This is an optimization exercise on Yosys and OpenROAD, whose aim is a short achievable clock period, not a production implementation. Only simulation tests tie the RTL to the original design; equivalence was not proved.

==> inputs of exp/umber <==
==> flow/design.v (excerpt) <==
module cpu_top (
    input         clk,
    input         rst_n,
    input  [3:0]  prog_nibble_in,
    input prog_nibble_in_valid,
    output [3:0]  prog_nibble_out,
    output        prog_out_valid,
    output        prog_done,
    output [11:0] mem_addr,
    output [31:0] mem_wdata,
    input  [31:0] mem_rdata,
    output        mem_wen,
    output        mem_cen
);
    wire [11:0] frame_addr;
    wire [7:0]  frame_cmd;
    wire [31:0] frame_wdata;
    wire        frame_valid;
    wire        frame_ready;
    wire        cmd_start;
    wire        cmd_busy;
    wire [31:0] cmd_result;
    wire        cmd_result_valid;
    wire        cmd_error;
    wire [1:0]  cmd_error_type;
    wire        serializer_busy;
    serial_interface u_serial_if (
        .clk            (clk),
        .rst_n          (rst_n),
        .prog_nibble_in (prog_nibble_in),
        .prog_nibble_in_valid (prog_nibble_in_valid),
        .frame_addr     (frame_addr),
        .frame_cmd      (frame_cmd),
        .frame_wdata    (frame_wdata),
        .frame_valid    (frame_valid),
        .frame_ready    (frame_ready)
    );
    cmd_controller u_cmd_ctrl (
        .clk                (clk),
        .rst_n              (rst_n),
        .frame_valid        (frame_valid),
        .frame_addr         (frame_addr),
        .frame_cmd          (frame_cmd),
        .frame_wdata        (frame_wdata),
        .frame_ready        (frame_ready),
        .cmd_start          (cmd_start),
        .cmd_busy           (cmd_busy),
        .cmd_result         (cmd_result),
        .cmd_result_valid   (cmd_result_valid),
        .cmd_error          (cmd_error),
        .cmd_error_type     (cmd_error_type),
	.serializer_busy    (serializer_busy),
        .mem_addr           (mem_addr),
        .mem_wdata          (mem_wdata),
  ...
make LEC_CHECK=0 CAP_MARGIN=20 CORE_MARGIN=2 CORE_UTILIZATION=40 SLEW_MARGIN=20 finish   # period 150.0 ns
run.sh (not shown) runs the stock make flow with config.mk's settings and CLKGATE_MAP_FILE= SYNTH_SCRIPT=/design/flow/synth_recipe.tcl, a recipe that flattens the netlist after the stock synthesis.
==> inputs of exp/zinc, as changes to exp/umber <==
--- a/flow/design.v
+++ b/flow/design.v
@@ -126,43 +126,16 @@
     reg [1:0]            error_type_reg;   
     reg                  busy_reg;          
     reg [ADDR_WIDTH-1:0] counter;          
     reg [DATA_WIDTH-1:0] divident;         
     reg [ADDR_WIDTH-1:0] mem_addr_reg;     
     reg [DATA_WIDTH-1:0] mem_wdata_reg;    
     reg                  mem_wen_reg;      
     reg                  mem_cen_reg;      
-    localparam integer DIV_C = 4;          
-    wire [15*36-1:0]     dv_mf;
-    wire [31:0]          dv_rmid;
-    wire [4*DIV_C-1:0]   dv_qhi;
-    reg  [15*36-1:0]     dv_mf_r;
-    reg  [31:0]          dv_rmid_r;
-    reg  [4*DIV_C-1:0]   dv_qhi_r;
-    wire [31:0]          dv_q;
-    wire [31:0]          dv_r;
-    reg  [47:0]          mul_p0_r;         
-    reg  [47:0]          mul_p1_r;         
-    wire [63:0]          mul_prod = {16'd0, mul_p0_r} + {mul_p1_r, 16'd0};
-    reg                  sel_q;            
-    reg                  sel_m;            
-    div_p1 #(.C(DIV_C)) u_div_p1 (
-        .n(result_reg[31:0]), .d(mem_rdata),
-        .mf(dv_mf), .rmid(dv_rmid), .qhi(dv_qhi));
-    div_p2 #(.C(DIV_C)) u_div_p2 (
-        .rmid(dv_rmid_r), .qhi(dv_qhi_r), .mf(dv_mf_r),
-        .q(dv_q), .r(dv_r));
-    always @(posedge clk) begin
-        dv_mf_r   <= dv_mf;
-        dv_rmid_r <= dv_rmid;
-        dv_qhi_r  <= dv_qhi;
-        mul_p0_r  <= result_reg[31:0] * mem_rdata[15:0];
-        mul_p1_r  <= result_reg[31:0] * mem_rdata[31:16];
-    end
     always @(posedge clk or negedge rst_n) begin
         if (!rst_n) begin
             state <= STATE_IDLE;
             addr_reg <= {ADDR_WIDTH{1'b0}};
             cmd_reg <= 8'd0;
             wdata_reg <= {DATA_WIDTH{1'b0}};
             result_reg <= 64'd0;
             result_valid_reg <= 1'b0;
@@ -170,27 +143,19 @@
             error_type_reg <= 2'd0;
             busy_reg <= 1'b0;
             counter <= {ADDR_WIDTH{1'b0}};
             mem_addr_reg <= {ADDR_WIDTH{1'b0}};
             mem_wdata_reg <= {DATA_WIDTH{1'b0}};
             mem_wen_reg <= 1'b0;
             mem_cen_reg <= 1'b0;
             divident <= {DATA_WIDTH{1'b0}};
-            sel_q <= 1'b0;
-            sel_m <= 1'b0;
         end
         else begin
             state <= next_state;   
-            sel_q <= 1'b0;
-            sel_m <= 1'b0;
-            if (sel_m)
-                result_reg <= mul_prod;
-            if (sel_q)
-                divident <= dv_r;
             case (state)
                 STATE_IDLE: begin
                     if (frame_valid) begin
                         addr_reg <= frame_addr;
                         cmd_reg <= frame_cmd;
                         wdata_reg <= frame_wdata;
                         busy_reg <= 1'b1;                 
                         result_reg <= 64'd0;              
@@ -283,17 +248,17 @@
                     endcase
                 end
                 STATE_MEM_ACCESS: begin
                     mem_wen_reg <= 1'b0;
                     mem_cen_reg <= 1'b0;
                     if ((cmd_reg == CMD_ADD || cmd_reg == CMD_SUB || cmd_reg == CMD_MUL || 
                          cmd_reg == CMD_DIV || cmd_reg == CMD_AND || cmd_reg == CMD_OR ||
                          cmd_reg == CMD_XOR) && counter == addr_reg + 2) begin
-                        result_reg <= {32'd0, mem_rdata};   
+                        result_reg <= result_reg + mem_rdata;   
                     end
                 end
                 STATE_WAIT: begin
                     case (cmd_reg)
                         CMD_READ: begin   
                             result_reg <= {32'd0, mem_rdata};
                             result_valid_reg <= 1'b1;
                         end
@@ -323,17 +288,18 @@
                                 mem_wdata_reg <= result_reg[31:0] - mem_rdata;
                                 mem_wen_reg <= 1'b1;
                                 mem_cen_reg <= 1'b1;
                             end
                         end
                         CMD_MUL: begin   
                             if (counter == addr_reg + 2) begin
                                 mem_addr_reg <= addr_reg + 2;
-                                sel_m <= 1'b1;   
+                                mem_wdata_reg <= result_reg[31:0] * mem_rdata;
+                                result_reg <= result_reg * mem_rdata;   
                                 mem_wen_reg <= 1'b1;
                                 mem_cen_reg <= 1'b1;
                             end
                             else if (counter == addr_reg + 3) begin
                                 mem_addr_reg <= addr_reg + 3;
                                 mem_wdata_reg <= result_reg[63:32];
                                 mem_wen_reg <= 1'b1;
                                 mem_cen_reg <= 1'b1;
@@ -342,17 +308,18 @@
                         CMD_DIV: begin   
                             if (counter == addr_reg + 2 && !error_reg) begin
                                 if (mem_rdata == {DATA_WIDTH{1'b0}}) begin
                                     error_reg <= 1'b1;
                                     error_type_reg <= ERR_DIV_ZERO;
                                 end
                                 else begin
                                     mem_addr_reg <= addr_reg + 2;
-                                    sel_q <= 1'b1;   
+                                    mem_wdata_reg <= result_reg[31:0] / mem_rdata;
+                                    divident <= result_reg[31:0] % mem_rdata;   
                                     mem_wen_reg <= 1'b1;
                                     mem_cen_reg <= 1'b1;
                                 end
                             end
                             else if (counter == addr_reg + 3 && !error_reg) begin
                                 mem_addr_reg <= addr_reg + 3;
                                 mem_wdata_reg <= divident;
                                 mem_wen_reg <= 1'b1;
@@ -456,125 +423,20 @@
     assign frame_ready = (state == STATE_IDLE);       
     assign cmd_start = (state == STATE_DECODE);       
     assign cmd_busy = busy_reg;                       
     assign cmd_result = result_reg[31:0];             
     assign cmd_result_valid = result_valid_reg;       
     assign cmd_error = error_reg;                     
     assign cmd_error_type = error_type_reg;           
     assign mem_addr = mem_addr_reg;
-    assign mem_wdata = sel_q ? dv_q : (sel_m ? mul_prod[31:0] : mem_wdata_reg);
+    assign mem_wdata = mem_wdata_reg;
     assign mem_wen = mem_wen_reg;
     assign mem_cen = mem_cen_reg;
 endmodule
-module div_stage #(parameter integer S = 0) (
-    input  [31:0]     rin,
-    input  [15*36-1:0] mf,
-    output [31:0]     rout,
-    output [3:0]      qd
-);
-    localparam integer W = 32 - S;
-    wire [15:0]     ge;
-    wire [16*W-1:0] df;
-    assign ge[0] = 1'b1;
-    assign df[W-1:0] = rin[31:S];
-    genvar m;
-    generate
-        for (m = 1; m < 16; m = m + 1) begin : g_m
-            wire [35:0] md = mf[36*(m-1) +: 36];
-            wire [W:0]  dd = {1'b0, rin[31:S]} - {1'b0, md[W-1:0]};
-            assign ge[m] = ~(|md[35:W]) & ~dd[W];
-            assign df[W*m +: W] = dd[W-1:0];
-        end
-    endgenerate
-    wire [15:0] sel = ge & ~{1'b0, ge[15:1]};
-    reg [W-1:0] nt;
-    reg [3:0]   q;
-    integer k;
-    always @(*) begin
-        nt = {W{1'b0}};
-        q  = 4'd0;
-        for (k = 0; k < 16; k = k + 1) begin
-            nt = nt | ({W{sel[k]}} & df[W*k +: W]);
-            q  = q | ({4{sel[k]}} & k[3:0]);
-        end
-    end
-    generate
-        if (S > 0) begin : g_lo
-            assign rout = {nt, rin[S-1:0]};
-        end else begin : g_nolo
-            assign rout = nt;
-        end
-    endgenerate
-    assign qd = q;
-endmodule
-module div_multiples (
-    input  [31:0]      d,
-    output [15*36-1:0] mf
-);
-    wire [35:0] m1  = {4'd0, d};
-    wire [35:0] m2  = m1 << 1;
-    wire [35:0] m4  = m1 << 2;
-    wire [35:0] m8  = m1 << 3;
-    wire [35:0] m16 = m1 << 4;
-    wire [35:0] m3  = m2 + m1;
-    wire [35:0] m5  = m4 + m1;
-    wire [35:0] m6  = m4 + m2;
-    wire [35:0] m7  = m8 - m1;
-    wire [35:0] m9  = m8 + m1;
-    wire [35:0] m10 = m8 + m2;
-    wire [35:0] m11 = m8 + m2 + m1;
-    wire [35:0] m12 = m8 + m4;
-    wire [35:0] m13 = m8 + m4 + m1;
-    wire [35:0] m14 = m16 - m2;
-    wire [35:0] m15 = m16 - m1;
-    assign mf = {m15, m14, m13, m12, m11, m10, m9, m8, m7, m6, m5, m4, m3, m2, m1};
-endmodule
-module div_p1 #(parameter integer C = 4) (
-    input  [31:0]      n,
-    input  [31:0]      d,
-    output [15*36-1:0] mf,
-    output [31:0]      rmid,
-    output [4*C-1:0]   qhi
-);
-    div_multiples u_m (.d(d), .mf(mf));
-    wire [32*(C+1)-1:0] rr;
-    assign rr[31:0] = n;
-    genvar j;
-    generate
-        for (j = 0; j < C; j = j + 1) begin : g_s
-            div_stage #(.S(28 - 4*j)) u_s (
-                .rin(rr[32*j +: 32]), .mf(mf),
-                .rout(rr[32*(j+1) +: 32]), .qd(qhi[4*(C-1-j) +: 4]));
-        end
-    endgenerate
-    assign rmid = rr[32*C +: 32];
-endmodule
-module div_p2 #(parameter integer C = 4) (
-    input  [31:0]      rmid,
-    input  [4*C-1:0]   qhi,
-    input  [15*36-1:0] mf,
-    output [31:0]      q,
-    output [31:0]      r
-);
-    localparam integer L = 8 - C;
-    wire [32*(L+1)-1:0] rr;
-    wire [4*L-1:0]      qlo;
-    assign rr[31:0] = rmid;
-    genvar j;
-    generate
-        for (j = 0; j < L; j = j + 1) begin : g_s
-            div_stage #(.S(28 - 4*(C+j))) u_s (
-                .rin(rr[32*j +: 32]), .mf(mf),
-                .rout(rr[32*(j+1) +: 32]), .qd(qlo[4*(L-1-j) +: 4]));
-        end
-    endgenerate
-    assign q = {qhi, qlo};
-    assign r = rr[32*L +: 32];
-endmodule
 module output_serializer (
     input         clk,
     input         rst_n,
     input  [31:0] data_in,
     input         data_valid,
     input         cmd_busy,
     output [3:0]  serial_out,
     output        serial_valid,
==> notes <==
- Of exp/umber and exp/zinc, exp/umber has the higher register-to-register slack (gap 62 ns).
- Of exp/zinc and exp/umber, exp/umber has the higher die area (gap 43%, measured against exp/umber).
- In exp/umber the setup slack is higher than in exp/zinc, by 64 ns.
- Between exp/umber and exp/zinc, the lower sequential cell count is in exp/zinc (gap 410).
==> figures <==
Number of standard cells in the layout, taps in and fillers out: exp/zinc 15959; exp/umber 28943
Final design utilization: exp/zinc 42.8%; exp/umber 43.7%
Capturing element type of the critical path: exp/zinc flip-flop; exp/umber output pin
Effective utilization at floorplan: exp/zinc 40.3%; exp/umber 40.1%
Height of the chip: exp/zinc 505 µm; exp/umber 666 µm
CP max FO: exp/zinc 35; exp/umber 17
Crit path time final: exp/zinc 117.58 ns; exp/umber 53.56 ns
Area inside the core boundary: exp/zinc 0.249 mm²; exp/umber 0.437 mm²
Result of the run: exp/zinc timing/DRC/antenna clean; exp/umber timing/DRC/antenna clean
Average wire per standard cell: exp/zinc 28.7 µm; exp/umber 37.7 µm
Post-synthesis cell count: exp/zinc 12869; exp/umber 22723
R2R Path End: exp/zinc u_cmd_ctrl.divident[27]; exp/umber u_cmd_ctrl.divident[13]

-- separate check: timing with driven ports --
The results above use ideal ports. As a check the final layouts listed here were re-extracted and re-timed, cells and wires unchanged. Step 1: set_driving_cell puts a clkbuf_16 on clk and a buf_2 on each other input, an assumption about the parent block. Step 2 moves the port delays by t, midway between the first and last clock arrival at a register: inputs arrive t later, outputs are due t later. That takes back most of the time a late clock gives input paths. Three values: no drivers, after step 1, after step 2; two values: the first two.
run	t (ns)	slack for setup (ns)	hold slack, ns	worst setup path at the end	cell pins on the clock port's net
exp/umber	1.026	96.441 / 96.314 / 97.340	0.435 / 0.435 / 0.435	register to output	1
exp/zinc	0.747	32.419 / 32.463 / 31.716	0.417 / 0.417 / 0.417	input to register	1
After both steps setup and hold are still met in every run listed. For exp/zinc, which loses most, drivers alone change the setup slack by +0.044 ns; drivers and shift together by -0.703 ns.
